Context: an optimization exercise on an open-source flow, tuned for small area, a short achievable clock period and few clock cycles per item. The choices shown serve that exercise and are no tape-out recipe.
RTL that was checked went through simulation tests only; none was proved equivalent to the original.
No activity file was given, so power comes from the tool's default toggle rates.

// DSP_CONV1D
module DSP_CONV1D #(
    parameter AXI_DATA_WIDTH = 32,
    parameter AXI_ADDR_WIDTH = 5,  
    parameter DSP_DATA_WIDTH = 32,
    parameter MAX_CONV_LEN = 256,
    parameter MAX_KERNEL_LEN = 32
)(
    input  s_axi_clk,
    input  s_axi_resetn,  
    input  [AXI_ADDR_WIDTH-1:0] s_axi_awaddr,
    input  s_axi_awvalid,
    output reg s_axi_awready,
    input  [AXI_DATA_WIDTH-1:0] s_axi_wdata,
    input  [AXI_DATA_WIDTH/8-1:0] s_axi_wstrb,
    input  s_axi_wvalid,
    output reg s_axi_wready,
    output reg  s_axi_bvalid,
    input  s_axi_bready,
    output reg [1:0] s_axi_bresp,
    input  [AXI_ADDR_WIDTH-1:0] s_axi_araddr,
    input  s_axi_arvalid,
    output reg s_axi_arready,
    output reg [AXI_DATA_WIDTH-1:0] s_axi_rdata,
    output reg [1:0] s_axi_rresp,
    output reg s_axi_rvalid,
    input  s_axi_rready,
    output interrupt_o,
    output reg [DSP_DATA_WIDTH-1:0] dsp_mem_addr_o,
    input  [DSP_DATA_WIDTH-1:0] dsp_mem_rdata_i,
    output reg dsp_mem_req_o,
    input  dsp_mem_ack_i,
    output reg dsp_mem_we_o,
    output reg [DSP_DATA_WIDTH-1:0] dsp_mem_wdata_o
);
Size in the first run: about 1800 flip-flops.
Settings: LEC_CHECK=0, ABC_CLOCK_PERIOD_IN_PS=3000, CAP_MARGIN=20, CORE_MARGIN=2, CORE_UTILIZATION=40, SLEW_MARGIN=20; clock period 9.0 ns.
standard.sh (not shown) runs the stock make flow with config.mk's settings and CLKGATE_MAP_FILE= SYNTH_SCRIPT=/design/flow/synth_recipe.tcl, a recipe that flattens the netlist after the stock synthesis.
==> flow/flow/run.sh <==
#!/bin/bash
set -euo pipefail
bash standard.sh SETUP_SLACK_MARGIN=6.2 "BUFFER_PORTS_ARGS=-buffer_cell sky130_fd_sc_hd__buf_4" finish > standard_finish.log 2>&1
The first run finished with timing, DRC and antenna clean.
==> next run, changes <==
==> flow/flow/run.sh (replaced) <==
#!/bin/bash
set -euo pipefail
bash standard.sh SETUP_SLACK_MARGIN=5.8 "BUFFER_PORTS_ARGS=-buffer_cell sky130_fd_sc_hd__buf_4" finish > standard_finish.log 2>&1
Result: The changed run finished clean. Routed wire length shrinks by a few percent. Count of clock-buffer cells in the layout stays the same. Hold slack degrades by 9.0 ps.
Function was not checked in any run of this note: the RTL went through the layout flow alone.

## run A
Another version of the RTL of DSP_CONV1D (not shown whole).
Size: about 4200 cells after synthesis, ~1000 flip-flops, ~190 I/O pins, ~52000 um2 of cells after synthesis.
// DSP_CONV1D
module DSP_CONV1D #(
    parameter AXI_DATA_WIDTH = 32,
    parameter AXI_ADDR_WIDTH = 5,  
    parameter DSP_DATA_WIDTH = 32,
    parameter MAX_CONV_LEN = 256,
    parameter MAX_KERNEL_LEN = 32
)(
    input  s_axi_clk,
    input  s_axi_resetn,  
    input  [AXI_ADDR_WIDTH-1:0] s_axi_awaddr,
    input  s_axi_awvalid,
    output reg s_axi_awready,
    input  [AXI_DATA_WIDTH-1:0] s_axi_wdata,
    input  [AXI_DATA_WIDTH/8-1:0] s_axi_wstrb,
    input  s_axi_wvalid,
    output reg s_axi_wready,
    output reg  s_axi_bvalid,
    input  s_axi_bready,
    output reg [1:0] s_axi_bresp,
    input  [AXI_ADDR_WIDTH-1:0] s_axi_araddr,
    input  s_axi_arvalid,
    output reg s_axi_arready,
    output reg [AXI_DATA_WIDTH-1:0] s_axi_rdata,
    output reg [1:0] s_axi_rresp,
    output reg s_axi_rvalid,
    input  s_axi_rready,
    output interrupt_o,
    output reg [DSP_DATA_WIDTH-1:0] dsp_mem_addr_o,
    input  [DSP_DATA_WIDTH-1:0] dsp_mem_rdata_i,
    output reg dsp_mem_req_o,
    input  dsp_mem_ack_i,
    output reg dsp_mem_we_o,
    output reg [DSP_DATA_WIDTH-1:0] dsp_mem_wdata_o
);
Settings: LEC_CHECK=0, ABC_CLOCK_PERIOD_IN_PS=3000, CAP_MARGIN=20, CORE_MARGIN=2, CORE_UTILIZATION=40, SLEW_MARGIN=20; clock period 9.0 ns.
==> flow/flow/run.sh <==
#!/bin/bash
set -euo pipefail
bash standard.sh SETUP_SLACK_MARGIN=5.6 "BUFFER_PORTS_ARGS=-buffer_cell sky130_fd_sc_hd__buf_4" finish > standard_finish.log 2>&1
Testbench counts of run A, summed over its fixed seeds: cycles 141,951, macs 128,917.
The inputs of run B differ from those of run A as listed below.
==> flow/flow/run.sh <==
#!/bin/bash
set -euo pipefail
bash standard.sh SETUP_SLACK_MARGIN=6 "BUFFER_PORTS_ARGS=-buffer_cell sky130_fd_sc_hd__buf_4" finish > standard_finish.log 2>&1
==> comparison <==
Clock-buffer cell count: run A and run B compared, lower one is run B
Summary of run B over run A: routed length on met1 went up by 1800 um; via count now larger; setup slack grew by 0.18 ns; met2 track utilization from global routing increased 0.53 points.
Placeable core area came out exactly the same in run A and run B.
The met3 wire length reported for run B is greater than that of run A by 36%.
Of run A and run B, the run reporting the lower global-route usage was run A.
#### Input delta (run C over run B)
==> flow/flow/run.sh <==
#!/bin/bash
set -euo pipefail
bash standard.sh SETUP_SLACK_MARGIN=5.8 "BUFFER_PORTS_ARGS=-buffer_cell sky130_fd_sc_hd__buf_4" finish > standard_finish.log 2>&1
Notes after the runs:
Run C: flow completed, timing, DRC and antenna clean. Total power of run C falls short of that of run B by a few percent. Relative to run B, clock skew increased by 0.012 ns in run C. Re final routed wire length divided by cell count: run B was higher than run C. [compare] base=run B new=run C: first-pass GRT wire length went down, combinational power went down. Final worst-path cycle share ended up 0.24 points higher on run C than on run B. Compared with run B, run C has less setup slack. Cell area | run C vs run B | run C smaller. Diff run B -> run C: sequential cell area fraction in the yosys report comparable, routed wire length now smaller. Relative to run B, the global-route usage of run C is lower by 0.80 points.

== job 7800 ==
Starting RTL as in the previous note.
Design DSP_CONV1D, start of the top module:
module DSP_CONV1D #(
    parameter AXI_DATA_WIDTH = 32,
    parameter AXI_ADDR_WIDTH = 5,  
    parameter DSP_DATA_WIDTH = 32,
    parameter MAX_CONV_LEN = 256,
    parameter MAX_KERNEL_LEN = 32
)(
    input  s_axi_clk,
    input  s_axi_resetn,  
    input  [AXI_ADDR_WIDTH-1:0] s_axi_awaddr,
    input  s_axi_awvalid,
    output reg s_axi_awready,
    input  [AXI_DATA_WIDTH-1:0] s_axi_wdata,
    input  [AXI_DATA_WIDTH/8-1:0] s_axi_wstrb,
    input  s_axi_wvalid,
    output reg s_axi_wready,
    output reg  s_axi_bvalid,
    input  s_axi_bready,
    output reg [1:0] s_axi_bresp,
    input  [AXI_ADDR_WIDTH-1:0] s_axi_araddr,
    input  s_axi_arvalid,
    output reg s_axi_arready,
    output reg [AXI_DATA_WIDTH-1:0] s_axi_rdata,
    output reg [1:0] s_axi_rresp,
    output reg s_axi_rvalid,
    input  s_axi_rready,
    output interrupt_o,
    output reg [DSP_DATA_WIDTH-1:0] dsp_mem_addr_o,
    input  [DSP_DATA_WIDTH-1:0] dsp_mem_rdata_i,
    output reg dsp_mem_req_o,
    input  dsp_mem_ack_i,
    output reg dsp_mem_we_o,
    output reg [DSP_DATA_WIDTH-1:0] dsp_mem_wdata_o
);
clock: 9.0 ns
lec_check: 0
abc_clock_period_in_ps: 3000
cap_margin: 20
core_margin: 2
core_utilization: 40
slew_margin: 20
tns_end_percent: 30
==> flow/flow/run.sh <==
#!/bin/bash
set -euo pipefail
bash standard.sh SETUP_SLACK_MARGIN=5.8 "BUFFER_PORTS_ARGS=-buffer_cell sky130_fd_sc_hd__buf_4" finish > standard_finish.log 2>&1
Testbench counts of job 7800, summed over its fixed seeds: cycles 141,951, macs 128,917.
Relative to job 7800, the following input files were edited for job 4790:
diff --git a/flow/config.mk b/flow/config.mk
--- a/flow/config.mk
+++ b/flow/config.mk
@@ -6,8 +6,7 @@
 export NUM_CORES = 8
 export LEC_CHECK = 0
-export ABC_CLOCK_PERIOD_IN_PS = 3000
+export ABC_CLOCK_PERIOD_IN_PS = 4000
 export CAP_MARGIN = 20
 export CORE_MARGIN = 2
 export CORE_UTILIZATION = 40
 export SLEW_MARGIN = 20
-export TNS_END_PERCENT = 30
Results
Having completed the whole flow, job 4790 delivered a layout that passed the timing, DRC and antenna checks.
Of the two values seen for worst setup path startpoint, s_axi_rdata[0] was produced by job 4790 and dsp_mem_ack_i by job 7800.
In the tables for job 7800 and job 4790, overall routed net length reads higher with job 7800.
[compare] base=job 7800 new=job 4790: highest net fanout along the worst path decreased 12, required time at the worst-slack endpoint decreased 2.37 ns.
Power | job 4790 below job 7800
Via count of the routed design in job 4790 is about 0.5% lower than in job 7800
For the final critical-path setup slack, job 4790 came in 0.041 ns higher than job 7800 did.
Compared with job 7800, job 4790 shows cell area that has gone down slightly.
Edits applied to the flow inputs when going from job 4790 to job 9399:
diff --git a/flow/config.mk b/flow/config.mk
--- a/flow/config.mk
+++ b/flow/config.mk
@@ -6,7 +6,7 @@
 export NUM_CORES = 8
 export LEC_CHECK = 0
-export ABC_CLOCK_PERIOD_IN_PS = 4000
-export CAP_MARGIN = 20
+export ABC_CLOCK_PERIOD_IN_PS = 3000
+export CAP_MARGIN = 0
 export CORE_MARGIN = 2
 export CORE_UTILIZATION = 40
-export SLEW_MARGIN = 20
+export SLEW_MARGIN = 0
==> comparison <==
Looking at job 9399 and job 4790, the met1 track demand over resource in global routing is a wash. Lower initial antenna violation count goes to job 9399 over job 4790. The higher final critical delay including setup and external delays of job 9399 and job 4790 is in job 9399. Job 9399 -> job 4790: global-route usage flat. Between job 4790 and job 9399, portion of total power attributed to the clock network increased. Comparing job 4790 against job 9399, there is no change at all in synthesized cell count.

DSP_CONV1D again, from the RTL that the note above started with.
export LEC_CHECK = 0
export ABC_CLOCK_PERIOD_IN_PS = 2500
export CAP_MARGIN = 20
export CORE_MARGIN = 2
export CORE_UTILIZATION = 40
export SLEW_MARGIN = 20
create_clock -name core_clock -period 9.0 [get_ports {s_axi_clk}]
Scripts as last shown in full above: flow/flow/run.sh
Testbench counts at the start, summed over its fixed seeds: cycles 141,951, macs 128,917.
==> next run, changes <==
==> flow/flow/run.sh (replaced) <==
#!/bin/bash
set -euo pipefail
bash standard.sh SETUP_SLACK_MARGIN=5.4 "BUFFER_PORTS_ARGS=-buffer_cell sky130_fd_sc_hd__buf_4" finish > standard_finish.log 2>&1
Settings changed: ABC_CLOCK_PERIOD_IN_PS 2500 to 3000.
=> Global-route usage hardly moves; setup slack degrades by 0.33 ns; die area does not change; first-iteration DRC count rises by 4.0%.

[afterwards: timing with drivers on the ports]
In the flow no input, the clock included, has a driving cell. The finished layouts below were timed again as built, in two steps. Step 1: set_driving_cell puts a clkbuf_16 on s_axi_clk and a buf_2 on each other input, an assumption about the parent block. Step 2 moves the port delays by t, midway between the first and last clock arrival at a register: inputs arrive t later, outputs are due t later. That takes back most of the time a late clock gives input paths. Slacks: ideal / step 1 / step 2; pairs: ideal / step 1.
run | t, ns | slack for setup (ns) | clock arrival spread, ns
the first run of note 1 | 0.922 | 5.668 / 5.576 / 5.221 | 0.042 / 0.042
the second run of note 1 | 0.911 | 5.669 / 5.579 / 5.018 | 0.043 / 0.043
run A | 0.789 | 5.660 / 5.660 / 5.039 | 0.077 / 0.076
run B | 0.780 | 5.838 / 5.769 / 5.277 | 0.058 / 0.057
run C | 0.784 | 5.817 / 5.750 / 5.214 | 0.078 / 0.078
job 7800 | 0.796 | 5.776 / 5.702 / 4.906 | 0.079 / 0.078
job 4790 | 0.784 | 5.817 / 5.750 / 5.214 | 0.078 / 0.078
job 9399 | 0.785 | 5.812 / 5.745 / 5.241 | 0.091 / 0.090
the first run of note 4 | 0.784 | 5.817 / 5.750 / 5.214 | 0.078 / 0.078
the second run of note 4 | 0.796 | 5.487 / 5.487 / 4.804 | 0.059 / 0.058
After both steps setup and hold are still met in every run listed. The setup slack of job 7800, which loses most, moves by -0.074 ns with the drivers and by -0.870 ns with both steps.
